This is an optimization exercise on Yosys and OpenROAD, whose aim is small area, a short achievable clock period and few clock cycles per item, not a production implementation. Function was not checked in any run shown here: the RTL went through the layout flow alone. Power is estimated from default activity; no workload was simulated.

$ cat design/flow/run.sh
#!/bin/bash
# synth_recipe.tcl (not shown) runs the flow's synth.tcl, then flattens the netlist and writes it again
# the make line also repeats each setting of config.mk as NAME=value (left out here)
make -C /OpenROAD-flow-scripts/flow DESIGN_CONFIG=/design/flow/config.mk WORK_HOME=/design/flow/orfs CLKGATE_MAP_FILE= SYNTH_SCRIPT=/design/flow/synth_recipe.tcl finish
$ cat design/flow/config.mk
export PLATFORM = sky130hd
export DESIGN_NAME = top
export DESIGN_NICKNAME = top
export VERILOG_FILES = /design/flow/design.v
export SDC_FILE = /design/flow/constraint.sdc
export NUM_CORES = 4
export LEC_CHECK = 0
export CAP_MARGIN = 20
export CORE_MARGIN = 2
export CORE_UTILIZATION = 40
export PLACE_DENSITY = 0.6
export SETUP_SLACK_MARGIN = 2.0
export SLEW_MARGIN = 20
$ cat design/flow/constraint.sdc
create_clock -name core_clock -period 5.0 [get_ports {clk}]
set_input_delay 1.0000 -clock core_clock [delete_from_list [all_inputs] [get_ports {clk}]]
set_output_delay 1.0000 -clock core_clock [all_outputs]
set_load 0.01 [all_outputs]
$ cat design/flow/design.v
module top(clk, rst, start, i, socin1, socin2, socin3, socin4,
           socout1, socout2, socout3, socout4, outReady);
  input clk, rst, start, i;
  input socin1, socin2, socin3, socin4;
  output socout1, socout2, socout3, socout4;
  output reg outReady;
  reg [5:0] cnt;            
  reg [9:0] rt;             
  reg       colf;           
  reg [12:0] c;             
  reg [9:0]  tpos_lo;       
  reg [1:0]  tpos_hi;
  reg [1:0]  tcar;
  reg [12:0] tneg;          
  reg sh_c, sh_s, tpos_acc, tpos_fin, jcalc, first, r_init;
  reg m_s, m_n, m_p, horner, out_fix, out_sh;
  wire [12:0] c_n  = sh_c ? {i, c[12:1]} : c;
  wire        ng   = c[12];
  wire        ng_n = c_n[12];
  wire [9:0] sv1, sv2, sv3, sv4;      
  wire q1, q2, q3, q4;                
  wire o1, o2, o3, o4;                
  wire [9:0] all_m, g1, g2, g3, g4;
  genvar m;
  generate for (m = 0; m < 10; m = m + 1) begin : th
    if (m == 0) begin : m0
      assign g1[0] = |sv1[9:1]; assign g2[0] = |sv2[9:1];
      assign g3[0] = |sv3[9:1]; assign g4[0] = |sv4[9:1];
    end else if (m == 9) begin : m9
      assign g1[9] = sv1[9] & |sv1[8:0]; assign g2[9] = sv2[9] & |sv2[8:0];
      assign g3[9] = sv3[9] & |sv3[8:0]; assign g4[9] = sv4[9] & |sv4[8:0];
    end else begin : mm
      assign g1[m] = |sv1[9:m+1] | (sv1[m] & |sv1[m-1:0]);
      assign g2[m] = |sv2[9:m+1] | (sv2[m] & |sv2[m-1:0]);
      assign g3[m] = |sv3[9:m+1] | (sv3[m] & |sv3[m-1:0]);
      assign g4[m] = |sv4[9:m+1] | (sv4[m] & |sv4[m-1:0]);
    end
    assign all_m[m] = (g1[m] | !g1[0]) & (g2[m] | !g2[0]) & (g3[m] | !g3[0]) & (g4[m] | !g4[0]);
  end endgenerate
  wire [9:0] r0q = {10{first}} & rt & ~{rt[8:0], 1'b0};
  wire in_rec = (cnt >= 6'd13) & (cnt <= 6'd15);
  wire init   = (cnt == 6'd15) & (!ng | ((rt == 10'd0) & !colf));
  wire itf    = in_rec & (rt != 10'd0) & !init;
  wire [5:0] cnt_n = (cnt == 6'd0) ? {5'd0, start} :
                     (cnt == 6'd15) ? (init ? 6'd24 : 6'd15) :
                     (cnt == 6'd47) ? 6'd0 : cnt + 6'd1;
  wire [9:0] rt_n = jcalc ? {1'b1, ~all_m[9:1]} : itf ? {rt[8:0], 1'b0} : rt;
  wire colf_n = itf;
  wire in_rec_n = (cnt_n >= 6'd13) & (cnt_n <= 6'd15);
  wire rcnz_n   = jcalc | (itf ? |rt[8:0] : |rt);
  wire init_n   = (cnt_n == 6'd15) & (!ng_n | (!rcnz_n & !colf_n));
  wire itf_n    = in_rec_n & rcnz_n & !init_n;
  always @(posedge clk) begin
    rt       <= rt_n;
    colf     <= colf_n;
  end
  always @(posedge clk) begin
    if (rst) begin
      cnt <= 6'd0;
      {sh_c, sh_s, tpos_acc, tpos_fin, jcalc, first, r_init} <= 7'd0;
      {m_s, m_n, m_p, horner, out_fix, out_sh, outReady} <= 7'd0;
    end else begin
    cnt      <= cnt_n;
    sh_c     <= (cnt_n >= 6'd2)  & (cnt_n <= 6'd14);
    sh_s     <= (cnt_n >= 6'd2)  & (cnt_n <= 6'd11);
    tpos_acc <= (cnt_n >= 6'd3)  & (cnt_n <= 6'd12);
    tpos_fin <= (cnt_n == 6'd12);
    jcalc    <= (cnt_n == 6'd12);
    r_init   <= init_n;
    first    <= jcalc;
    m_s      <= itf_n;
    m_n      <= ng_n & (cnt_n >= 6'd15) & !itf_n;
    m_p      <= !ng_n & (cnt_n >= 6'd15);
    horner   <= (cnt_n >= 6'd24) & (cnt_n <= 6'd34);
    out_fix  <= (cnt_n == 6'd35);
    out_sh   <= (cnt_n >= 6'd36) & (cnt_n <= 6'd46);
    outReady <= (cnt_n >= 6'd35) & (cnt_n <= 6'd46);
    end
  end
  always @(posedge clk) c <= c_n;
  wire [2:0] ssum = sv1[9] + sv2[9] + sv3[9] + sv4[9] + tcar;
  always @(posedge clk) begin
    if (sh_c & !tpos_acc) tcar <= 2'd0;
    else if (tpos_acc) begin
      tcar <= ssum[2:1];
      tpos_lo <= {ssum[0], tpos_lo[9:1]};
      if (tpos_fin) tpos_hi <= ssum[2:1];
    end
  end
  wire [2:0] pc  = q1 + q2 + q3 + q4;
  wire [2:0] pco = o1 + o2 + o3 + o4;
  reg [12:0] tinit;         
  integer b;
  always @(*) begin
    tinit = 13'd0;
    for (b = 0; b < 10; b = b + 1)
      tinit = tinit | (({10'd0, pco} << b) & {13{r0q[b]}});
  end
  wire [12:0] tsum;
  PADD #(12) tadd(.a(tneg[11:0]), .b({10'd0, pc[2:1]}), .ci(1'b0), .s(tsum[12:1]), .co());
  assign tsum[0] = pc[0];
  always @(posedge clk) begin
    if (first) tneg <= tinit;
    else if (colf) tneg <= tsum;
  end
  wire [12:0] T = ({13{m_n}} & tneg) | ({13{m_p}} & {1'b0, tpos_hi, tpos_lo});
  wire z1, z2, z3, z4;
  UNIT u1(clk, socin1, sh_s, jcalc, first, r0q, r_init, colf, m_s, horner, out_fix, out_sh, ng, c, T,
          z2 & z3 & z4, sv1, q1, o1, z1, socout1);
  UNIT u2(clk, socin2, sh_s, jcalc, first, r0q, r_init, colf, m_s, horner, out_fix, out_sh, ng, c, T,
          z1 & z3 & z4, sv2, q2, o2, z2, socout2);
  UNIT u3(clk, socin3, sh_s, jcalc, first, r0q, r_init, colf, m_s, horner, out_fix, out_sh, ng, c, T,
          z1 & z2 & z4, sv3, q3, o3, z3, socout3);
  UNIT u4(clk, socin4, sh_s, jcalc, first, r0q, r_init, colf, m_s, horner, out_fix, out_sh, ng, c, T,
          z1 & z2 & z3, sv4, q4, o4, z4, socout4);
endmodule
module UNIT(clk, sin, sh_s, jcalc, first, r0, r_init, qcol, m_s, horner, out_fix, out_sh, ng, c, T,
            oz, s, qr, one, z, out);
  input clk, sin, sh_s, jcalc, first, r_init, qcol, m_s, horner, out_fix, out_sh, ng;
  input [9:0] r0;
  input [12:0] c;
  input [12:0] T;
  output [9:0] s;
  input oz;                 
  output qr, z, out;
  output reg one;           
  reg [24:0] S;             
  reg [13:0] R;             
  assign s = S[24:15];
  reg    valq;              
  always @(posedge clk) if (jcalc) begin one <= (s == 10'd1); valq <= |s[9:1]; end
  assign z = !(one | valq);   
  assign out = S[11];
  wire q  = !R[13];                   
  assign qr = q & valq;
  wire [12:0] M   = ({13{m_s}} & {3'b000, s}) | T;
  wire [10:0] w   = ng ? {one, S[9:0]} : {1'b0, s};
  wire [13:0] X   = r_init ? ({2'b00, w, 1'b0} & {14{!oz}}) : {R[12:0] | {3'b000, r0}, 1'b0};
  wire        sub = r_init | q;
  wire [13:0] Rn;
  PADD #(14) radd(.a(X), .b({1'b0, M} ^ {14{sub}}), .ci(sub), .s(Rn), .co());
  always @(posedge clk) R <= jcalc ? 14'd0 : Rn;
  reg  [1:0]  d;
  reg         sp;
  wire [14:0] lo;
  PADD #(14) ladd(.a({1'b0, S[12:0]}), .b({2'b00, c[12:1] & {12{q}}}), .ci(1'b0), .s(lo[14:1]), .co());
  assign lo[0] = c[0] & q;
  wire [11:0] e   = sp ? ((d == 2'd0) ? 12'hfff : {10'd0, d - 2'd1}) : {10'd0, d};
  wire [11:0] hx;
  PADD #(12) hadd(.a(S[24:13]), .b(e), .ci(1'b0), .s(hx), .co());
  always @(posedge clk) begin
    if (r_init) begin d <= 2'd0; sp <= oz & c[12]; end
    else if (horner) begin d <= lo[14:13]; sp <= q & c[12]; end
  end
  always @(posedge clk) begin
    if (horner) S[24:15] <= hx[10:1];
    else if (sh_s) S[24:15] <= {sin, S[24:16]};
    else if (r_init) S[24:15] <= 10'd0;
    else if (out_fix) S[24:15] <= {hx[11], hx[11:3]};
    else if (out_sh) S[24:15] <= {S[24], S[24:16]};
  end
  always @(posedge clk) begin
    if (horner) S[14:0] <= {hx[0], 1'b0, lo[12:0]};
    else if (r_init) S[14:0] <= {2'b00, c & {13{oz}}};
    else if (first) S[14:0] <= {S[15:11], 10'd0};
    else if (qcol) S[14:0] <= {S[15:11], S[8:0], qr};
    else if (out_fix) S[14:0] <= {hx[2:0], S[12:1]};
    else S[14:0] <= S[15:1];
  end
endmodule
module PADD #(parameter N = 8, parameter L = 4) (a, b, ci, s, co);    
  input  [N-1:0] a, b;
  input  ci;
  output [N-1:0] s;
  output co;
  wire [N:0] g [0:L];
  wire [N:0] p [0:L];
  assign g[0][0] = ci;
  assign p[0][0] = 1'b0;
  assign g[0][N:1] = a & b;
  assign p[0][N:1] = a ^ b;
  genvar l, i;
  generate for (l = 0; l < L; l = l + 1) begin : lv
    for (i = 0; i <= N; i = i + 1) begin : cl
      if (((i >> l) & 1) == 1) begin : mrg
        localparam J = ((i >> l) << l) - 1;
        if (J < (1 << l)) begin : gray
          PG_G u(.gh(g[l][i]), .ph(p[l][i]), .gl(g[l][J]), .g(g[l+1][i]));
          assign p[l+1][i] = 1'b0;
        end else begin : black
          PG_B u(.gh(g[l][i]), .ph(p[l][i]), .gl(g[l][J]), .pl(p[l][J]), .g(g[l+1][i]), .p(p[l+1][i]));
        end
      end else begin : pass
        assign g[l+1][i] = g[l][i];
        assign p[l+1][i] = p[l][i];
      end
    end
  end endgenerate
  assign s  = p[0][N:1] ^ g[L][N-1:0];
  assign co = g[L][N];
endmodule
module PG_G(gh, ph, gl, g);
  input gh, ph, gl;
  output g;
  assign g = gh | (ph & gl);
endmodule
module PG_B(gh, ph, gl, pl, g, p);
  input gh, ph, gl, pl;
  output g, p;
  assign g = gh | (ph & gl);
  assign p = ph & pl;
endmodule
==> flow_summary.toml, run 1 <==
[synth]
yosysTopAreaCell = "dfxtp_1"
yosys.area.top_type_share = 0.153
yosysSeqAreaShare = 0.305
yosys.area_share.adder = 0.147
ys_warn_count = 4
async_reset_ff_frac = 0
postSynthAreaPerCell_um2 = 8.58
ys_ff_latch = 246
synthDistinctLibCells = 77
synth_fp_nets = 2468
synth_xor_area_frac = 0.0732
synth_compound_area_frac = 0.201
synth-main-ff-cell = "dfxtp_1"
synth-simple-area-share = 0.172
synth_top_family_by_area = "compound AO/OA/AOI/OAI gates"
synthMuxAreaShare = 0.0549
syn_inst = 2258
synthTopCellsByArea = "dfxtp_1, edfxtp_1, ha_1"
synth_area_um2 = 19400
synth_edf_count = 98

[cts]
clk_pin_slew_ps = 60
cts_buffer_depth = 3
htreeDepth = 1
clk_latency_ps = 590
cts_tree = "yes"
hold_buffers = 0
cts_inserted_buffers = 30
cts-root-buf = "clkbuf_16"
clock-sinks = 246

[layout]
fin_nets = 2514
seq_area_um2 = 5940
nFillCells = 4429
n_antenna_cell = 0
multi_input_area_um2 = 13900
final_cell_area_um2 = 23200
layout-drive-gt1-share = 0.187
areaGrowthSynthToFinish_pct = 20.0

[placement]
dpl_worst_slack_ps = 1300
io_buffers = 12
dp_hpwl_um = 46600
gp_congestion = 0.923
post_dp_cell_area_um2 = 20000

[status]
outcome = "no timing/DRC/antenna violations"

[sta]
worst_slew_pin_slew_ps = 1090
timing.final.ws_setup_ps = 1940
hold_viol_final = 0
fmax_mhz = 327
post-route-period-util = 0.612
fin_crit_ps = 3060
skew_ps = 11.4
whs_ps = 466
relSlewSlack = 0.272
setup_violations = 0
rsz0062_at_grt = "yes"
fin_setup_tns_ps = 0
slew_violations = 0

[routing]
num_vias = 17900
drcViolationCount = 0
ant_nets = 0
wl_um = 68300
drt_iter0_markers = 1639
routedWlPerCell_um = 23.2
via_per_inst = 6.09
dr.pass1.iters = 5

[die]
die_x_um = 224
initial_core_util = 0.406
dieArea_um2 = 50200
fp-row-count = 80
die_y_um = 224
core_um2 = 47700
io_pins = 13

[global_routing]
grt_max_degree = 94
overflow = 0
antenna_found_initial = 0
grt_usage = 0.262
grt_pass1_vias = 16800
grt_pass1_wl_um = 101000

[worst_setup_path]
endpoint_kind = "register"
worstPathRequired_ps = 5440
critPathLaunchType = "register"
cp.arrival_ps = 3500
cp_max_fo = 4
path_class = "register to register"

[power]
power_leakage_nw = 8.98
power_mw = 11.6
power.density_nw_per_um2 = 497
ir_worst_vdd_v = 0.000309

[flow_run]
drv_cap = 0

[worst_hold_path]
hold_path.class = "register to register"
==> worst max-delay path, stage by stage, from the launching register on <==
cell,delay [ps]
edfxtp_1,500
buf_4,200
nor4_4,300
buf_4,160
buf_6,90
nand2_4,60
nand3_4,90
o21ai_4,70
ha_4,230
a211oi_4,330
o21ai_4,100
a311oi_4,410
o21bai_1,140
xnor2_1,170
nor2_1,50
==> repair_timing <==
| item | 4_1_cts | 5_1_grt |
|---|---|---|
| resized for setup | 114 | 204 |
| hold endpoints to repair | 0 | 0 |
| endpoints found under the setup margin | 132 | 94 |
| pin swaps | 24 | 86 |
| setup buffers | 40 | 67 |
==> cells in the final DEF, fill, tap and decap left out, types with 18 or more instances in the layout <==
cell / Yosys / layout
nand2b_1: 26 / 24
edfxtp_1: 98 / 98
nor2_1: 215 / 200
inv_1: 101 / 90
o31a_1: 25 / 25
o21ai_1: 0 / 22
nand2_1: 165 / 153
nand3_1: 51 / 46
o22ai_1: 29 / 29
buf_4: 1 / 111
ha_1: 160 / 123
mux2i_1: 68 / 68
fa_1: 42 / 38
dfxtp_1: 148 / 134
o21ai_0: 135 / 96
or3_1: 20 / 20
o21a_1: 26 / 26
a21oi_1: 189 / 166
nor3_1: 48 / 40
mux2_2: 34 / 34
a21o_1: 27 / 27
a21oi_2: 0 / 18
nor2b_1: 74 / 64
xnor2_1: 112 / 106
a221oi_1: 22 / 22
a31oi_1: 23 / 23
clkbuf_16: 0 / 31
buf_6: 1 / 21
ha_4: 0 / 32
xor2_1: 50 / 50
==> cells by family (layout without fill, tap and decap cells) <==
group,count (synthesis),count (layout)
AND/OR/NAND/NOR,693,693
AO/OA/AOI/OAI,611,611
flip-flops,246,246
buffers and inverters,242,312
adder cells (fa/ha/maj),202,202
XOR/XNOR,162,162
multiplexers,102,102
==> cell type report <==
cell class / instances / area share
Multi-Input combinational cell: 1770 / 0.597
Sequential cell: 246 / 0.255
Timing Repair Buffer: 150 / 0.0560
Clock buffer: 38 / 0.0349
Tap cell: 615 / 0.0331
Inverter: 106 / 0.0178
Clock inverter: 18 / 0.00608
==> state kept, by name, summed over array words and instances, names as in the netlist, 13 cells and up <==
signal  cells
u2.R       14
u3.R       14
u4.R       14
c          13
u4.S       25
u1.R       14
u2.S       25
tneg       13
u3.S       25
u1.S       25
==> synth_stat cells (all sizes together) (34+ instances only) <==
library cell and n:
inv 103, mux2i 68, nand2 165, mux2 34, a21oi 189, xor2 50, ha 160, dfxtp 148
o21ai 135, clkbuf 114, xnor2 112, nand3 51, nor2b 74, fa 42, nor2 216, edfxtp 98
nor3 48
==> routing by layer <==
metal	up-vias	share of wire	global-route usage
li1	8237	-	-
met1	8740	0.43	0.367
met5	-	0	0
met4	0	0.050	0.111
met2	790	0.44	0.402
met3	164	0.084	0.0392
==> path summary, 6_finish.rpt <==
path / startpoint / to / slack (ps) / cells past startpoint
min reg2reg: tpos_lo[6] / tpos_lo[5] / 470 / 0
min: tpos_lo[6] / tpos_lo[5] / 470 / 0
max: u4.one / u1.R[11] / 1940 / 14
max reg2reg: u4.one / u1.R[11] / 1940 / 14
==> metrics by stage <==
step,std cells,utilization
3_3_place_gp,2780,0.419
2_1_floorplan,2258,-
6_report,2943,0.487
4_1_cts,2876,0.454
3_5_place_dp,2780,0.419
5_1_grt,2943,0.487
==> report_power, final <==
part	switching [mW]	internal, mW	total (mW)
logic	3.44	3.18	6.62
clock network	0.943	1.24	2.19
registers	0.253	2.50	2.75
==> run 2: changes to the inputs <==
--- a/design/flow/config.mk
+++ b/design/flow/config.mk
@@ -9,5 +9,5 @@
 export CORE_MARGIN = 2
 export CORE_UTILIZATION = 40
 export PLACE_DENSITY = 0.6
-export SETUP_SLACK_MARGIN = 2.0
+export SETUP_SLACK_MARGIN = 1.6
 export SLEW_MARGIN = 20
==> run 2 against run 1 <==
Net effect: clock-buffer cell count is the same; global-route usage is 0.81 points lower; flip-flop and latch count unchanged; via count is 4.2% lower; first-iteration DRC count decreased by 0.92%; still clean; wire length is 5.8% lower; critical path type unchanged; synthesized cell count unchanged; worst setup slack worse by 260 ps; cell area fell by 8.1%; non-clock buffer count decreased by 89; maximum frequency shrank 7.7%.
==> flow_summary.toml, run 2 <==
[synth]
synth-main-ff-cell = "dfxtp_1"
synth_common_cells = "nor2_1, a21oi_1, nand2_1"
yosysTopAreaCell = "dfxtp_1"
yosys.area.top_type_share = 0.153
postSynthAreaPerCell_um2 = 8.58
synth_fp_nets = 2468
ys_warn_count = 4
async_reset_ff_frac = 0
synth.most_common_cell = "nor2_1"
synthTopCellsByArea = "dfxtp_1, edfxtp_1, ha_1"
yosysSeqAreaShare = 0.305
synthDistinctLibCells = 77
synth_edf_count = 98
ys_ff_latch = 246
syn_inst = 2258
synth_area_um2 = 19400

[sta]
fmax_mhz = 302
fin_setup_tns_ps = 0
worst_slew_pin_slew_ps = 1100
setup_violations = 0
fin_crit_ps = 3310
relSlewSlack = 0.266
timing.final.ws_setup_ps = 1690
slew_violations = 0
rsz0062_at_grt = "yes"
skew_ps = 14.9
post-route-period-util = 0.663
whs_ps = 463
hold_viol_final = 0

[flow_run]
drv_cap = 0

[routing]
num_vias = 17200
drcViolationCount = 0
drt_iter0_markers = 1624
wl_um = 64400
ant_nets = 0
dr.pass1.iters = 6
via_per_inst = 6.01
routedWlPerCell_um = 22.6

[die]
die_x_um = 224
dieArea_um2 = 50200
fp-row-count = 80
initial_core_util = 0.406
die_y_um = 224
core_um2 = 47700
io_pins = 13

[layout]
n_antenna_cell = 0
areaGrowthSynthToFinish_pct = 10.3
mostFrequentLayoutCell = "nor2_1"
final_util = 0.448
layout-drive-gt1-share = 0.0866
nFillCells = 4649
final_cell_area_um2 = 21400
final_cell_mix = "nor2_1, a21oi_1, nand2_1"
fin_nets = 2426

[worst_setup_path]
path_common_cell = "ha_1"
cp_num_buf_inv = 0
worstPathRequired_ps = 5320
endpoint_kind = "register"
cp.arrival_ps = 3640
critPathLaunchType = "register"
crit_path_cell_trace = "nor2b_1, fa_1, ha_1, ha_1, ha_1, a21oi_1, nand4bb_2, nor3_1, nand3_1, xor2_1, nor2_1"
cp_max_fo = 4
critPathTopFamily = "simple AND/OR/NAND/NOR gates"
path_class = "register to register"
crit_slowest_cell = "fa_1"
r2r_cells = 11
r2r-start = "u4.valq"
crit_path_start = "u4.valq"
r2r_setup_slack_ps = 1690
r2r_end = "tneg[12]"
slowest_delay_ps = 480
cp.depth = 11
endpoint = "tneg[12]"

[global_routing]
overflow = 0
grt_max_degree = 87
antenna_found_initial = 1
grt_usage = 0.254
grt_pass1_vias = 16500
grt_pass1_wl_um = 98500

[status]
outcome = "no timing/DRC/antenna violations"

[power]
power_leakage_nw = 8.37
ir_worst_vdd_v = 0.000303
power.density_nw_per_um2 = 491

[cts]
clk_pin_slew_ps = 60
cts-root-buf = "clkbuf_16"
clock-sinks = 246
clk_latency_ps = 580
cts_inserted_buffers = 31
hold_buffers = 0
cts_tree = "yes"
htreeDepth = 1
cts_buffer_depth = 3

[worst_hold_path]
hold_depth = 0
hold_path.class = "register to register"

[placement]
post_dp_cell_area_um2 = 20000
gp_congestion = 0.916
dp_hpwl_um = 46800
dpl_worst_slack_ps = 975
io_buffers = 12
-- run 2: cell counts after synthesis --
No cell type changed its count.
-- run 2: power breakdown --
part	internal, mW	switching, mW	total [mW]
clock	1.51	0.944	2.45
combinational	2.41	2.84	5.25
sequential	2.49	0.290	2.79
-- run 2: layout make-up --
cell class,instances,area (µm²),share of cell area
multi-input combinational,1770,12600,0.592
sequential,246,5930,0.277
clock buffer,38,853,0.0399
tap,615,769,0.0360
timing repair buffer,61,519,0.0243
inverter,106,409,0.0191
clock inverter,19,246,0.0115
-- run 2: logic make-up after synthesis --
logic type / after synthesis / share of synthesized area
buffers and inverters: 242 / 0.0479
flip-flops: 246 / 0.305
AO/OA/AOI/OAI: 611 / 0.201
XOR/XNOR: 162 / 0.0732
multiplexers: 102 / 0.0549
AND/OR/NAND/NOR: 693 / 0.172
adder cells (fa/ha/maj): 202 / 0.147
-- run 2: worst reg2reg max path: stages (launching register included) --
cell and delay, ps:
edfxtp_1 410, nor2b_1 290, fa_1 480, ha_1 220
ha_1 210, ha_1 280, a21oi_1 90, nand4bb_2 280
nor3_1 440, nand3_1 180, xor2_1 160, nor2_1 50
-- run 2: how the worst min path moves through the flow --
stage	from	slack (ps)	to
6_report	tpos_lo[8]	460	tpos_lo[7]
5_1_grt	tpos_lo[5]	480	tpos_lo[4]
2_1_floorplan	c[12]	410	c[11]
4_1_cts	tpos_lo[8]	470	tpos_lo[7]
3_3_place_gp	tpos_lo[7]	450	tpos_lo[6]
3_5_place_dp	tpos_lo[8]	450	tpos_lo[7]
-- run 2: through the flow --
stage / std cells / total power [mW]
after floorplan: 2258 / 6.78
after global routing: 2855 / 11.3
after detailed placement: 2784 / 7.83
final: 2855 / 10.5
after CTS: 2843 / 10.4
after global placement: 2784 / 7.71
-- run 2: routing by layer --
metal  vias to the layer above  track usage  wire [µm]  part of all wire
li1                       8053            -          -                 -
met1                      8301        0.351      28500              0.44
met2                       685        0.403      28600              0.44
met3                       131       0.0418       4930             0.077
met4                         0       0.0882       2290             0.036
met5                         -            0          0                 0
-- run 2: repair_timing --
item,CTS,global route
resized for setup,15,31
endpoints found under the setup margin,70,78
buffers inserted,2,11
pin swaps,1,3
==> run 3: changes to the inputs <==
--- a/design/flow/config.mk
+++ b/design/flow/config.mk
@@ -8,6 +8,8 @@
 export CAP_MARGIN = 20
 export CORE_MARGIN = 2
 export CORE_UTILIZATION = 40
+export CTS_CLUSTER_DIAMETER = 100
+export CTS_CLUSTER_SIZE = 20
 export PLACE_DENSITY = 0.6
-export SETUP_SLACK_MARGIN = 1.6
+export SETUP_SLACK_MARGIN = 1.8
 export SLEW_MARGIN = 20
==> run 3 against run 2 <==
Net effect: still clean on timing, DRC and antenna; sequential share of layout area rose by 0.089 points; first-iteration DRC count rose by 14%; worst setup slack improved by 160 ps; cell area fell by 0.30%; area after synthesis did not move; maximum frequency rose by 5.1%; cell count rose by 0.11%; critical path type unchanged; largest cell class unchanged; largest power group unchanged.
==> flow_summary.toml, run 3 <==
[cts]
hold_buffers = 0
clock-sinks = 246
cts-root-buf = "clkbuf_16"
cts_buffer_depth = 3
clk_latency_ps = 540
cts_tree = "yes"
clk_pin_slew_ps = 100
cts_inserted_buffers = 16
htreeDepth = 1

[routing]
num_vias = 17300
drt_iter0_markers = 1853
dr.pass1.iters = 6
ant_nets = 0
via_per_inst = 6.05
routedWlPerCell_um = 23.0
drcViolationCount = 0
wl_um = 65700

[worst_setup_path]
critPathLaunchType = "register"
r2r_cells = 12
cp_max_fo = 4
crit_path_start = "u4.valq"
r2r_setup_slack_ps = 1850
endpoint_kind = "register"
endpoint = "tneg[9]"
path_class = "register to register"
worstPathRequired_ps = 5270
r2r-start = "u4.valq"
r2r_end = "tneg[9]"
cp.arrival_ps = 3420

[synth]
synth-main-ff-cell = "dfxtp_1"
synth_common_cells = "nor2_1, a21oi_1, nand2_1"
postSynthAreaPerCell_um2 = 8.58
yosysSeqAreaShare = 0.305
synth_area_um2 = 19400
synthTopCellsByArea = "dfxtp_1, edfxtp_1, ha_1"
yosys.area.top_type_share = 0.153
syn_inst = 2258
ys_warn_count = 4
ys_ff_latch = 246
async_reset_ff_frac = 0
synth_fp_nets = 2468
yosysTopAreaCell = "dfxtp_1"
synth_edf_count = 98
synth.most_common_cell = "nor2_1"
synthDistinctLibCells = 77

[power]
power.density_nw_per_um2 = 460
power_leakage_nw = 8.29
ir_worst_vdd_v = 0.000237
power_mw = 9.80

[die]
die_y_um = 224
fp-row-count = 80
initial_core_util = 0.406
die_x_um = 224
io_pins = 13
dieArea_um2 = 50200
core_um2 = 47700

[worst_hold_path]
hold_path.class = "register to register"

[sta]
timing.final.ws_setup_ps = 1850
whs_ps = 466
fin_setup_tns_ps = 0
hold_viol_final = 0
slew_violations = 0
worst_slew_pin_slew_ps = 992
setup_violations = 0
fmax_mhz = 317
post-route-period-util = 0.631
skew_ps = 34.4
rsz0062_at_grt = "yes"
relSlewSlack = 0.339
fin_crit_ps = 3150

[global_routing]
grt_pass1_vias = 16400
overflow = 0
grt_usage = 0.257
antenna_found_initial = 1
grt_pass1_wl_um = 99000
grt_max_degree = 67

[layout]
fin_nets = 2442
layout-drive-gt1-share = 0.107
final_util = 0.446
final_cell_mix = "nor2_1, a21oi_1, nand2_1"
areaGrowthSynthToFinish_pct = 9.98
mostFrequentLayoutCell = "nor2_1"

[placement]
gp_congestion = 0.922
io_buffers = 12
dp_hpwl_um = 46800
dpl_worst_slack_ps = 1120

[flow_run]
drv_cap = 0

[status]
outcome = "no timing/DRC/antenna violations"
-- run 3: cell types whose count changed in the layout (fill, tap and decap cells not counted), moves of 6 or more --
cell and change:
buf_4 +28, clkinv_2 -7, bufinv_16 -6, clkbuf_16 -15, a21oi_1 -6, o21ai_0 -8
-- run 3: worst min path at each step --
stage               start  depth (start not counted)  slack (ps)    endpoint
5_1_grt        tpos_lo[2]                          0         480  tpos_lo[1]
6_report       tpos_lo[2]                          0         470  tpos_lo[1]
4_1_cts        tpos_lo[2]                          0         470  tpos_lo[1]
2_1_floorplan       c[12]                          0         410       c[11]
3_5_place_dp   tpos_lo[1]                          0         450  tpos_lo[0]
3_3_place_gp   tpos_lo[1]                          0         440  tpos_lo[0]
-- run 3: routing by layer --
metal  up-vias  global-route usage  routed length, µm
met5         -                   0                  0
met4         0               0.114               2950
met3       129              0.0479               6240
met2       834               0.385              28200
met1      8290               0.360              28400
li1       8050                   -                  -
-- run 3: worst max-delay path: stages (launching register included) --
cell and delay [ps]:
edfxtp_1 480, nor2b_4 180, fa_2 640, ha_4 170, ha_4 190, ha_2 170, a21oi_2 170, nand4bb_4 200
nor2_2 40, ha_2 160, xnor2_1 140, o21ai_1 70, a221o_1 270
-- run 3: metrics by stage --
step                cell area (µm²)  std cells
global placement              20000       2782
CTS                           20800       2827
global route                  21300       2857
detailed placement            20000       2782
floorplan                     19400       2258
finish                        21300       2858
-- run 3: kinds of logic after synthesis --
| logic type | synth area share |
|---|---|
| adders and majority gates | 0.147 |
| DFF | 0.305 |
| buffers and inverters | 0.0479 |
| xor gates and xnor gates | 0.0732 |
| AOI/OAI and AO/OA | 0.201 |
| muxes | 0.0549 |
| and+or+nand+nor | 0.172 |
-- run 3: layout make-up --
type                    instances  area (µm²)
fillers                      4619       26400
inverters                     106         418
multi-input cells            1770       12900
flip-flops and latches        246        5930
well taps                     615         769
clock inverters                 2        16.3
diodes                          1        2.50
clock buffers                  26         469
repair buffers                 92         783
-- run 3: timing repair --
item / CTS / global route
endpoints found under the hold margin: 0 / 0
endpoints found under the setup margin: 61 / 49
pin swaps: 7 / 14
buffers inserted: 17 / 30
gates resized for setup: 46 / 64
-- run 3: where the power goes --
group / internal (mW) / leakage [nW] / switching, mW / total (mW)
combinational: 2.61 / 5.93 / 3.00 / 5.61
clock: 0.656 / 0.231 / 0.763 / 1.42
sequential: 2.49 / 2.13 / 0.278 / 2.77
total: 5.76 / 8.29 / 4.04 / 9.80
==> run 4: changes to the inputs <==
--- a/design/flow/config.mk
+++ b/design/flow/config.mk
@@ -9,7 +9,7 @@
 export CORE_MARGIN = 2
 export CORE_UTILIZATION = 40
 export CTS_CLUSTER_DIAMETER = 100
-export CTS_CLUSTER_SIZE = 20
+export CTS_CLUSTER_SIZE = 25
 export PLACE_DENSITY = 0.6
 export SETUP_SLACK_MARGIN = 1.8
 export SLEW_MARGIN = 20
==> run 4 against run 3 <==
Net effect: critical path depth rose by 1; sequential power barely moved; non-clock buffer count rose by 3; global-route usage barely moved; clock skew fell by 16 ps; die area did not move; cell area rose by 0.21%; sequential share of layout area fell by 0.053 points; worst setup slack got worse by 0.93 ps; worst hold slack improved by 1.6 ps; flip-flop and latch count did not move; maximum frequency barely moved; critical path type unchanged.
==> flow_summary.toml, run 4 <==
[status]
outcome = "no timing/DRC/antenna violations"

[routing]
ant_nets = 0
via_per_inst = 6.04
drcViolationCount = 0
dr.pass1.iters = 7
route.met3.wl_um = 6330
wl_um = 65700
top_layer = "met5"
met2WireLength_um = 28100
drt_iter0_markers = 1894
routedWlPerCell_um = 23.0
wl_met1_um = 28100
num_vias = 17300

[cts]
hold_buffers = 0
htreeDepth = 1
cts_tree = "yes"
cts_inserted_buffers = 15
cts-root-buf = "clkbuf_16"
clk_latency_ps = 530
clk_pin_slew_ps = 100
clock-sinks = 246
cts_buffer_depth = 3

[worst_setup_path]
crit_path_cell_trace = "buf_8, nor2b_4, fa_2, ha_4, ha_4, ha_4, a21oi_2, nand4bb_4, nor2_2, ha_2, xnor2_1, o21ai_1, a221o_1"
slowest_delay_ps = 650
path_class = "register to register"
critPathLaunchType = "register"
critPathTopFamily = "adder cells"
r2r_cells = 13
path_common_cell = "ha_4"
cp_num_buf_inv = 1
r2r_end = "tneg[9]"
cp.depth = 13
cp_max_fo = 15
worstPathRequired_ps = 5280
crit_slowest_cell = "fa_2"
r2r-start = "u4.R[13]"
cp.arrival_ps = 3430
r2r_setup_slack_ps = 1850
endpoint_kind = "register"

[synth]
synthDistinctLibCells = 77
synth_edf_count = 98
synth_area_um2 = 19400
synth_fp_nets = 2468
yosysSeqAreaShare = 0.305
postSynthAreaPerCell_um2 = 8.58
yosys.area.top_type_share = 0.153
synth.most_common_cell = "nor2_1"
yosysTopAreaCell = "dfxtp_1"
synthTopCellsByArea = "dfxtp_1, edfxtp_1, ha_1"
syn_inst = 2258
synth-main-ff-cell = "dfxtp_1"
ys_ff_latch = 246
ys_warn_count = 4
async_reset_ff_frac = 0
synth_common_cells = "nor2_1, a21oi_1, nand2_1"

[power]
power_mw = 9.74
p_clk_frac = 0.148
p_int_mw = 5.69
ir_worst_vdd_v = 0.000222
p_sw_mw = 4.05
p_sw_frac = 0.416
power.density_nw_per_um2 = 456
p_comb_frac = 0.566
power_leakage_nw = 8.32
seqPwrFrac = 0.286

[placement]
io_buffers = 12
dp_hpwl_um = 46800
gp_congestion = 0.922

[die]
io_pins = 13
die_x_um = 224
initial_core_util = 0.406
core_um2 = 47700
dieArea_um2 = 50200
fp-row-count = 80
die_y_um = 224

[global_routing]
antenna_found_initial = 2
grt_usage = 0.257
grt_pass1_wl_um = 99000
grt_pass1_vias = 16400
grt_max_degree = 67
overflow = 0

[sta]
slew_violations = 0
relSlewSlack = 0.337
fin_setup_tns_ps = 0
worst_slew_pin_slew_ps = 994
hold_viol_final = 0
skew_ps = 18.6
rsz0062_at_grt = "yes"
setup_violations = 0
post-route-period-util = 0.631
fin_crit_ps = 3150
fmax_mhz = 317

[worst_hold_path]
min-delay-start = "tpos_lo[2]"
hold_path.class = "register to register"
min_to = "tpos_lo[1]"
hold_depth = 0

[layout]
mostFrequentLayoutCell = "nor2_1"
nFillCells = 4600
final_cell_mix = "nor2_1, a21oi_1, nand2_1"
n_antenna_cell = 0
layout-drive-gt1-share = 0.111
areaGrowthSynthToFinish_pct = 10.2
fin_nets = 2444

[flow_run]
drv_cap = 0
==> run 4: timing repair <==
action	in CTS	in global routing
buffers inserted	14	36
resized for setup	45	71
pin swaps	5	18
endpoints found under the setup margin	61	50
==> run 4: metrics by stage <==
| step | instances | instance area, µm² | hold WS (ps) | utilization | setup slack (ps) |
|---|---|---|---|---|---|
| after floorplan | 2258 | 19400 | 406 | - | 1810 |
| after global placement | 2782 | 20000 | 444 | 0.419 | 1230 |
| after detailed placement | 2782 | 20000 | 451 | 0.419 | 1120 |
| after CTS | 2821 | 20800 | 467 | 0.435 | 1790 |
| after global routing | 2857 | 21400 | 476 | 0.447 | 1700 |
| final | 2857 | 21400 | 468 | 0.447 | 1850 |
==> run 4: cell type report <==
| class | count | area [µm²] | share of cell area |
|---|---|---|---|
| multi-input cells | 1770 | 13000 | 0.607 |
| flip-flops and latches | 246 | 5930 | 0.278 |
| repair buffers | 95 | 790 | 0.0370 |
| well taps | 615 | 769 | 0.0360 |
| inverters | 106 | 418 | 0.0196 |
| clock buffers | 17 | 404 | 0.0189 |
| clock inverters | 8 | 82.6 | 0.00387 |
==> run 4: cells by family after synthesis <==
kind of cell | share of synthesized area
DFF | 0.305
AOI/OAI and AO/OA | 0.201
and+or+nand+nor | 0.172
xor gates and xnor gates | 0.0732
muxes | 0.0549
buffers and inverters | 0.0479
adders and majority gates | 0.147
==> run 4: per-layer routing <==
metal,GRT usage,vias to the layer above
met5,0,-
met4,0.116,2
met3,0.0517,138
met2,0.384,788
met1,0.357,8252
li1,-,8071
==> run 4: how the worst max path moves through the flow <==
stage                to  slack (ps)  startpoint
2_1_floorplan   u3.R[8]        1810      r_init
3_5_place_dp    u1.R[7]        1120    u1.R[13]
5_1_grt        u4.R[12]        1700     u1.valq
3_3_place_gp    u1.R[7]        1230    u1.R[13]
6_report        tneg[9]        1850    u4.R[13]
4_1_cts         tneg[9]        1790     u2.valq
==> run 4: worst reg2reg max path: cells and delay by family, from the launching register on <==
kind,cells,cell delay (ps)
compound gates,3,520
xor+xnor,1,160
fa+ha+maj,5,1330
buf+inv,1,190
flops,1,390
simple gates,3,330
==> run 4: power groups by stage <==
stage | registers, mW | logic [mW] | clock network [mW]
final | 2.79 | 5.51 | 1.44
after CTS | 2.77 | 5.25 | 1.46
after global placement | 2.80 | 4.98 | 0
after floorplan | 2.64 | 4.19 | 0
after global routing | 2.82 | 6.16 | 1.52
after detailed placement | 2.81 | 5.08 | 0
==> run 5: changes to the inputs <==
--- a/design/flow/config.mk
+++ b/design/flow/config.mk
@@ -8,8 +8,6 @@
 export CAP_MARGIN = 20
 export CORE_MARGIN = 2
 export CORE_UTILIZATION = 40
-export CTS_CLUSTER_DIAMETER = 100
-export CTS_CLUSTER_SIZE = 25
 export PLACE_DENSITY = 0.6
-export SETUP_SLACK_MARGIN = 1.8
+export SETUP_SLACK_MARGIN = 1.7
 export SLEW_MARGIN = 20
==> run 5 against run 4 <==
Net effect: combinational power down 0.7%; non-clock buffer count is 11 lower; wire length up 1.5%; area after synthesis did not move; critical path type unchanged; critical endpoint is now u1.R[7]; largest power group unchanged.
==> flow_summary.toml, run 5 <==
[sta]
worst_slew_pin_slew_ps = 1010
rsz0062_at_grt = "yes"
setup_violations = 0
post-route-period-util = 0.646
relSlewSlack = 0.324
fin_setup_tns_ps = 0
fmax_mhz = 309
slew_violations = 0
fin_crit_ps = 3230
skew_ps = 10.9
hold_viol_final = 0

[synth]
postSynthAreaPerCell_um2 = 8.58
synth-main-ff-cell = "dfxtp_1"
synth-simple-area-share = 0.172
synth_fp_nets = 2468
synthMuxAreaShare = 0.0549
synth_area_um2 = 19400
synth_edf_count = 98
synth_xor_area_frac = 0.0732
async_reset_ff_frac = 0
synth.most_common_cell = "nor2_1"
yosysSeqAreaShare = 0.305
yosys.area.top_type_share = 0.153
yosysTopAreaCell = "dfxtp_1"
ys_warn_count = 4
syn_inst = 2258
synth_common_cells = "nor2_1, a21oi_1, nand2_1"
synthTopCellsByArea = "dfxtp_1, edfxtp_1, ha_1"
synthDistinctLibCells = 77
synth_top_family_by_area = "compound AO/OA/AOI/OAI gates"
synth_compound_area_frac = 0.201
yosys.area_share.adder = 0.147
ys_ff_latch = 246

[placement]
post_dp_cell_area_um2 = 20100
dpl.cell_count = 2787
io_buffers = 12
gp_congestion = 0.953
dp_hpwl_um = 47400

[global_routing]
grt_max_degree = 84
grt_pass1_wl_um = 101000
grt_pass1_vias = 16800
grt_usage = 0.259
overflow = 0
antenna_found_initial = 1

[layout]
n_antenna_cell = 0
multi_input_area_um2 = 12900
nFillCells = 4594
seq_area_um2 = 5930
final_util = 0.454
stdcell_count = 2874
areaGrowthSynthToFinish_pct = 11.9
final_cell_area_um2 = 21700
layout-drive-gt1-share = 0.106
final_cell_mix = "nor2_1, a21oi_1, nand2_1"
fin_nets = 2447
mostFrequentLayoutCell = "nor2_1"

[worst_hold_path]
hold_path.class = "register to register"

[routing]
via_per_inst = 6.11
routedWlPerCell_um = 23.2
wl_um = 66600
ant_nets = 0
dr.pass1.iters = 6
drt_iter0_markers = 1976
drcViolationCount = 0
num_vias = 17500

[worst_setup_path]
cp.arrival_ps = 3740
path_class = "register to register"
endpoint_kind = "register"
cp_max_fo = 8
worstPathRequired_ps = 5510
critPathLaunchType = "register"
cp_num_buf_inv = 1
slowest_delay_ps = 500
crit_path_cell_trace = "nor2_2, nand2_2, nor3_4, buf_4, o21ai_0, o31a_1, ha_1, o21ai_0, nand2b_1, and3_1, nor2_1, fa_1, nor2_1"
crit_slowest_cell = "edfxtp_1"
critPathTopFamily = "simple AND/OR/NAND/NOR gates"

[cts]
cts_buffer_depth = 3
cts_tree = "yes"
htreeDepth = 1
cts_inserted_buffers = 29
clk_latency_ps = 580
clk_pin_slew_ps = 70
cts-root-buf = "clkbuf_16"
clock-sinks = 246

[status]
outcome = "no timing/DRC/antenna violations"

[die]
io_pins = 13
fp-row-count = 80
die_y_um = 224
core_um2 = 47700
initial_core_util = 0.406
dieArea_um2 = 50200
die_x_um = 224

[flow_run]
drv_cap = 0

[power]
power.density_nw_per_um2 = 484
ir_worst_vdd_v = 0.000361
power_mw = 10.5
power_leakage_nw = 8.46
-- run 5: cell counts after synthesis --
No cell type changed its count.
-- run 5: repair_timing --
action                                  4_1_cts  5_1_grt
hold buffers                                  0        0
setup buffers                                 7       27
endpoints found under the setup margin       44       48
pin swaps                                     2        7
gates resized for setup                      26       57
-- run 5: worst reg2reg max path, delay by kind of cell, from the launching register on --
family                     cells  cell delay (ps)
AOI/OAI and AO/OA              3              500
adders and majority gates      2              750
buffers and inverters          1              210
DFF                            1              500
and+or+nand+nor                7             1180
-- run 5: worst paths after layout --
| check | from | end | slack [ps] | cells past startpoint |
|---|---|---|---|---|
| worst max-delay path | u4.valq | u1.R[7] | 1770 | 13 |
| worst min-delay path | tpos_lo[8] | tpos_lo[7] | 470 | 0 |
| worst max register to register | u4.valq | u1.R[7] | 1770 | 13 |
| worst min register to register | tpos_lo[8] | tpos_lo[7] | 470 | 0 |
-- run 5: final cells by class --
class	count	area share
Multi-Input combinational cell	1770	0.594
Sequential cell	246	0.274
Clock buffer	41	0.0394
Tap cell	615	0.0355
Timing Repair Buffer	84	0.0331
Inverter	106	0.0192
Clock inverter	12	0.00537
-- run 5: logic make-up (layout without fill, tap and decap cells) --
logic type / after synthesis / count (layout)
multiplexers: 102 / 102
AND/OR/NAND/NOR: 693 / 693
AO/OA/AOI/OAI: 611 / 611
flip-flops: 246 / 246
buffers and inverters: 242 / 243
XOR/XNOR: 162 / 162
adder cells (fa/ha/maj): 202 / 202
-- run 5: layer usage --
metal  global-route usage  vias to the layer above  routed length (µm)
li1                     -                     8087                   -
met1                0.371                     8461               29500
met2                0.399                      843               28400
met4               0.0890                        0                2770
met3               0.0373                      157                5940
met5                    0                        -                   0
-- run 5: power by group --
| group | internal, mW | leakage (nW) | switching [mW] |
|---|---|---|---|
| sequential | 2.50 | 2.13 | 0.297 |
| clock | 1.29 | 0.476 | 0.939 |
| combinational | 2.50 | 5.85 | 2.97 |
| total | 6.29 | 8.46 | 4.20 |
-- run 5: stage by stage --
| stage | setup slack (ps) | hold WS [ps] |
|---|---|---|
| 2_1_floorplan | 1640 | 406 |
| 3_3_place_gp | 1340 | 450 |
| 3_5_place_dp | 1100 | 445 |
| 4_1_cts | 1590 | 467 |
| 5_1_grt | 1560 | 482 |
| 6_report | 1770 | 467 |
==> run 6: changes to the inputs <==
--- a/design/flow/config.mk
+++ b/design/flow/config.mk
@@ -8,6 +8,8 @@
 export CAP_MARGIN = 20
 export CORE_MARGIN = 2
 export CORE_UTILIZATION = 40
+export CTS_CLUSTER_DIAMETER = 100
+export CTS_CLUSTER_SIZE = 20
 export PLACE_DENSITY = 0.6
 export SETUP_SLACK_MARGIN = 1.7
 export SLEW_MARGIN = 20
==> run 6 against run 5 <==
Net effect: synthesized cell count unchanged; largest cell class unchanged; maximum frequency down 2.4%; cell area down 2.5%; flip-flop and latch count unchanged; clock-buffer cell count down 15; clock power down 35%.
==> flow_summary.toml, run 6 <==
[synth]
async_reset_ff_frac = 0
synth_compound_area_frac = 0.201
synth_area_um2 = 19400
synth_xor_area_frac = 0.0732
yosys.area.top_type_share = 0.153
syn_inst = 2258
synth_fp_nets = 2468
synth.most_common_cell = "nor2_1"
synth-main-ff-cell = "dfxtp_1"
synthTopCellsByArea = "dfxtp_1, edfxtp_1, ha_1"
synth_common_cells = "nor2_1, a21oi_1, nand2_1"
synthMuxAreaShare = 0.0549
yosys.area_share.adder = 0.147
yosysSeqAreaShare = 0.305
postSynthAreaPerCell_um2 = 8.58
ys_warn_count = 4
synthDistinctLibCells = 77
ys_ff_latch = 246
synth_top_family_by_area = "compound AO/OA/AOI/OAI gates"
synth_edf_count = 98
yosysTopAreaCell = "dfxtp_1"
synth-simple-area-share = 0.172

[routing]
wl_um = 66000
routedWlPerCell_um = 23.2
via_per_inst = 6.11
drcViolationCount = 0
dr.pass1.iters = 5
drt_iter0_markers = 1759
num_vias = 17400
ant_nets = 0

[worst_setup_path]
slowest_delay_ps = 530
cp_num_buf_inv = 0
path_class = "register to register"
path_common_cell = "ha_1"
crit_path_cell_trace = "nor2b_2, fa_1, ha_1, ha_1, ha_1, a21oi_2, nand4bb_4, nor2_1, ha_1, xnor2_1, o21ai_0, a221o_1"
cp_max_fo = 4
critPathLaunchType = "register"
cp.arrival_ps = 3600
critPathTopFamily = "adder cells"
crit_slowest_cell = "fa_1"
endpoint_kind = "register"
worstPathRequired_ps = 5290

[global_routing]
antenna_found_initial = 1
grt_usage = 0.258
grt_max_degree = 84
grt_pass1_wl_um = 99400
grt_pass1_vias = 16600
overflow = 0

[sta]
hold_viol_final = 0
fin_setup_tns_ps = 0
post-route-period-util = 0.662
timing.final.ws_setup_ps = 1690
skew_ps = 37.7
setup_violations = 0
fmax_mhz = 302
worst_slew_pin_slew_ps = 1040
relSlewSlack = 0.306
slew_violations = 0
fin_crit_ps = 3310
rsz0062_at_grt = "yes"

[placement]
dpl_worst_slack_ps = 1100
io_buffers = 12
gp_congestion = 0.953
dp_hpwl_um = 47400

[power]
power.density_nw_per_um2 = 459
ir_worst_vdd_v = 0.000296
power_leakage_nw = 8.22

[cts]
htreeDepth = 1
cts_tree = "yes"
clk_latency_ps = 540
hold_buffers = 0
cts_buffer_depth = 3
cts_inserted_buffers = 16
clk_pin_slew_ps = 90
clock-sinks = 246
cts-root-buf = "clkbuf_16"

[flow_run]
drv_cap = 0

[worst_hold_path]
hold_path.class = "register to register"

[layout]
n_antenna_cell = 0
layout-drive-gt1-share = 0.0939
areaGrowthSynthToFinish_pct = 9.11
fin_nets = 2436
mostFrequentLayoutCell = "nor2_1"
final_cell_mix = "nor2_1, a21oi_1, nand2_1, ha_1, dfxtp_1"
final_util = 0.443

[die]
io_pins = 13
initial_core_util = 0.406
die_y_um = 224
core_um2 = 47700
fp-row-count = 80
dieArea_um2 = 50200
die_x_um = 224

[status]
outcome = "no timing/DRC/antenna violations"
run 6: repair_timing:
item                       4_1_cts  5_1_grt
buffers inserted                 9       27
resized for setup               29       44
setup endpoints to repair       44       49
pin swaps                        2        7
run 6: per-layer routing:
layer,share of wire,up-vias,global-route usage
met4,0.048,2,0.107
li1,-,8052,-
met3,0.092,158,0.0480
met2,0.42,807,0.387
met1,0.44,8394,0.362
met5,0.00077,-,0.00782
run 6: worst paths after layout:
| check | from | end | slack (ps) | cells after the start |
|---|---|---|---|---|
| min reg2reg | tpos_lo[8] | tpos_lo[7] | 470 | 0 |
| max | u1.valq | tneg[9] | 1690 | 12 |
| max reg2reg | u1.valq | tneg[9] | 1690 | 12 |
| min | tpos_lo[8] | tpos_lo[7] | 470 | 0 |
run 6: cell type report:
type / count / area, µm²
fill: 4650 / 26600
multi-input combinational: 1770 / 12800
sequential: 246 / 5930
tap: 615 / 769
timing repair buffer: 86 / 732
clock buffer: 26 / 480
inverter: 106 / 417
clock inverter: 2 / 13.8
run 6: logic make-up after synthesis:
| family | after synthesis |
|---|---|
| mux | 102 |
| buf+inv | 242 |
| simple gates | 693 |
| xor+xnor | 162 |
| fa+ha+maj | 202 |
| flops | 246 |
| compound gates | 611 |
run 6: where the power goes:
group | total (mW) | internal, mW | switching, mW
clock | 1.44 | 0.671 | 0.774
combinational | 5.46 | 2.50 | 2.96
sequential | 2.79 | 2.49 | 0.293
run 6: stage by stage:
stage,power [mW],instance area [µm²],hold WS (ps),cells
floorplan,6.82,19400,406,2258
global placement,7.82,20100,450,2786
detailed placement,7.91,20100,445,2787
CTS,9.48,20700,471,2824
global route,10.5,21100,486,2851
finish,9.70,21100,471,2851
==> run 7: changes to the inputs <==
--- a/design/flow/config.mk
+++ b/design/flow/config.mk
@@ -11,5 +11,5 @@
 export CTS_CLUSTER_DIAMETER = 100
 export CTS_CLUSTER_SIZE = 20
 export PLACE_DENSITY = 0.6
-export SETUP_SLACK_MARGIN = 1.7
+export SETUP_SLACK_MARGIN = 1.9
 export SLEW_MARGIN = 20
==> run 7 against run 6 <==
Net effect: maximum frequency rose by 4.3%; via count rose by 1.3%; clock-buffer cell count did not move; sequential power fell by 4%; sequential share of layout area fell by 1.0 points; utilization rose by 1.6 points.
==> flow_summary.toml, run 7 <==
[synth]
synth_compound_area_frac = 0.201
yosys.area_share.adder = 0.147
yosys.area.top_type_share = 0.153
synth_top_family_by_area = "compound AO/OA/AOI/OAI gates"
synthMuxAreaShare = 0.0549
synth.most_common_cell = "nor2_1"
synth_fp_nets = 2468
synth-main-ff-cell = "dfxtp_1"
synthDistinctLibCells = 77
async_reset_ff_frac = 0
syn_inst = 2258
yosysTopAreaCell = "dfxtp_1"
synth_common_cells = "nor2_1, a21oi_1, nand2_1"
synth_edf_count = 98
synth-simple-area-share = 0.172
ys_ff_latch = 246
yosysSeqAreaShare = 0.305
postSynthAreaPerCell_um2 = 8.58
synth_xor_area_frac = 0.0732
synth_area_um2 = 19400
ys_warn_count = 4
synthTopCellsByArea = "dfxtp_1, edfxtp_1, ha_1"

[die]
core_um2 = 47700
io_pins = 13
fp-row-count = 80
die_y_um = 224
initial_core_util = 0.406
dieArea_um2 = 50200
die_x_um = 224

[layout]
nFillCells = 4583
fin_nets = 2465
seq_area_um2 = 5930
mostFrequentLayoutCell = "nor2_1"
final_cell_mix = "nor2_1, a21oi_1, nand2_1"
n_antenna_cell = 0
layout-drive-gt1-share = 0.142
multi_input_area_um2 = 13300
areaGrowthSynthToFinish_pct = 13.1

[sta]
fin_setup_tns_ps = 0
fmax_mhz = 315
hold_viol_final = 0
whs_ps = 463
rsz0062_at_grt = "yes"
setup_violations = 0
slew_violations = 0
fin_crit_ps = 3180
skew_ps = 28.4
worst_slew_pin_slew_ps = 1150
relSlewSlack = 0.231
post-route-period-util = 0.635

[placement]
dp_hpwl_um = 47900
io_buffers = 12
gp_congestion = 0.956

[cts]
cts_tree = "yes"
cts-root-buf = "clkbuf_16"
cts_inserted_buffers = 16
htreeDepth = 1
clk_latency_ps = 540
clk_pin_slew_ps = 100
cts_buffer_depth = 3
clock-sinks = 246

[power]
power.density_nw_per_um2 = 467
p_comb_frac = 0.591
p_int_mw = 6.05
p_sw_frac = 0.409
seqPwrFrac = 0.263
power_leakage_nw = 8.47
p_clk_frac = 0.146
p_sw_mw = 4.19
ir_worst_vdd_v = 0.000262

[global_routing]
grt_usage = 0.263
overflow = 0
grt_pass1_vias = 17000
antenna_found_initial = 2
grt_max_degree = 82
grt_pass1_wl_um = 102000

[routing]
num_vias = 17600
drt_iter0_markers = 1750
ant_nets = 0
wl_um = 67500
via_per_inst = 6.12
routedWlPerCell_um = 23.4
dr.pass1.iters = 6
drcViolationCount = 0

[worst_setup_path]
cp_max_fo = 9
endpoint_kind = "register"
cp.arrival_ps = 3640
worstPathRequired_ps = 5460
critPathLaunchType = "register"
path_class = "register to register"

[flow_run]
drv_cap = 0

[status]
outcome = "no timing/DRC/antenna violations"

[worst_hold_path]
hold_path.class = "register to register"
## run 7: cell counts after synthesis
No cell type changed its count.
## run 7: layer usage
metal	track usage	share of wire	vias up
met4	0.100	0.041	4
li1	-	-	8114
met1	0.363	0.42	8582
met5	0	0.00096	-
met3	0.0450	0.089	152
met2	0.413	0.45	779
## run 7: repair_timing
action | 4_1_cts | 5_1_grt
gates cloned | 0 | 0
hold buffers | 0 | 0
gates resized for setup | 91 | 109
pin swaps | 20 | 34
setup buffers | 33 | 35
endpoints found under the setup margin | 66 | 53
## run 7: kinds of logic after synthesis
family                   count (synthesis)
buffers and inverters                  242
AO/OA/AOI/OAI                          611
AND/OR/NAND/NOR                        693
adder cells (fa/ha/maj)                202
XOR/XNOR                               162
flip-flops                             246
multiplexers                           102
## run 7: power by group through the flow
stage / sequential, mW / clock (mW) / combinational, mW
floorplan: 2.64 / 0 / 4.19
global placement: 2.72 / 0 / 5.09
detailed placement: 2.73 / 0 / 5.19
CTS: 2.69 / 1.51 / 5.49
global route: 2.72 / 1.58 / 6.74
finish: 2.69 / 1.49 / 6.05
## run 7: cell type report
| type | instances | share of cell area |
|---|---|---|
| timing repair buffer | 115 | 0.0445 |
| clock inverter | 1 | 0.000228 |
| multi-input combinational | 1770 | 0.607 |
| clock buffer | 26 | 0.0234 |
| inverter | 106 | 0.0190 |
| tap | 615 | 0.0351 |
| sequential | 246 | 0.271 |
## run 7: final timing paths
path                endpoint  startpoint  slack [ps]  depth (start not counted)
setup / recovery     u3.R[7]     u1.valq        1820                         14
hold / removal    tpos_lo[0]  tpos_lo[1]         460                          0
setup reg to reg     u3.R[7]     u1.valq        1820                         14
hold reg to reg   tpos_lo[0]  tpos_lo[1]         460                          0
## run 7: through the flow
step                      cells  total power, mW   util  setup WS, ps  cell area [µm²]
after floorplan            2258             6.83      -          1920            19400
after CTS                  2844             9.68  0.443          1880            21100
final                      2879             10.2  0.459          1820            21900
after global placement     2783             7.81  0.420          1370            20000
after global routing       2879             11.0  0.459          1700            21900
after detailed placement   2784             7.91  0.420          1210            20000
## run 7: critical path, stage by stage, from the launching register on
cell      delay, ps
edfxtp_1        440
buf_4           190
nor2_2          140
nand2_2         120
nor3_1          160
buf_4           210
o21ai_1         160
o31a_1          160
ha_1            340
o21ai_0         170
nand2b_1        140
and3_1          220
nor2_1          130
fa_1            420
nor2_1          100

-- port drivers added, routing unchanged --
The flow's constraints put no driver on any port. The routed layouts listed below were extracted and timed again, unchanged, in two steps. Step 1 sets driving cells, clkbuf_16 on the clock port and buf_2 on the other inputs (assumed; they add their load-dependent delay and slew). Step 2 adds t to the input delays and takes it off the output delays; t is the mean of the earliest and latest rising clock arrival at the registers after step 1. Input paths then give back, and output paths get back, about the clock's delay inside the block. Slacks: ideal ports / drivers / drivers and shift; pairs: ideal ports / drivers.
run | t, ns | setup WS [ns] | latest minus earliest clock arrival (ns)
run 1 | 0.636 | 1.942 / 1.942 / 1.942 | 0.012 / 0.012
run 2 | 0.631 | 1.686 / 1.686 / 1.686 | 0.015 / 0.015
run 3 | 0.579 | 1.846 / 1.846 / 1.846 | 0.035 / 0.034
run 4 | 0.585 | 1.845 / 1.845 / 1.845 | 0.019 / 0.019
run 5 | 0.635 | 1.768 / 1.768 / 1.768 | 0.011 / 0.011
run 6 | 0.581 | 1.688 / 1.688 / 1.688 | 0.038 / 0.038
run 7 | 0.583 | 1.824 / 1.824 / 1.824 | 0.029 / 0.028
After both steps setup and hold are still met in every run listed.
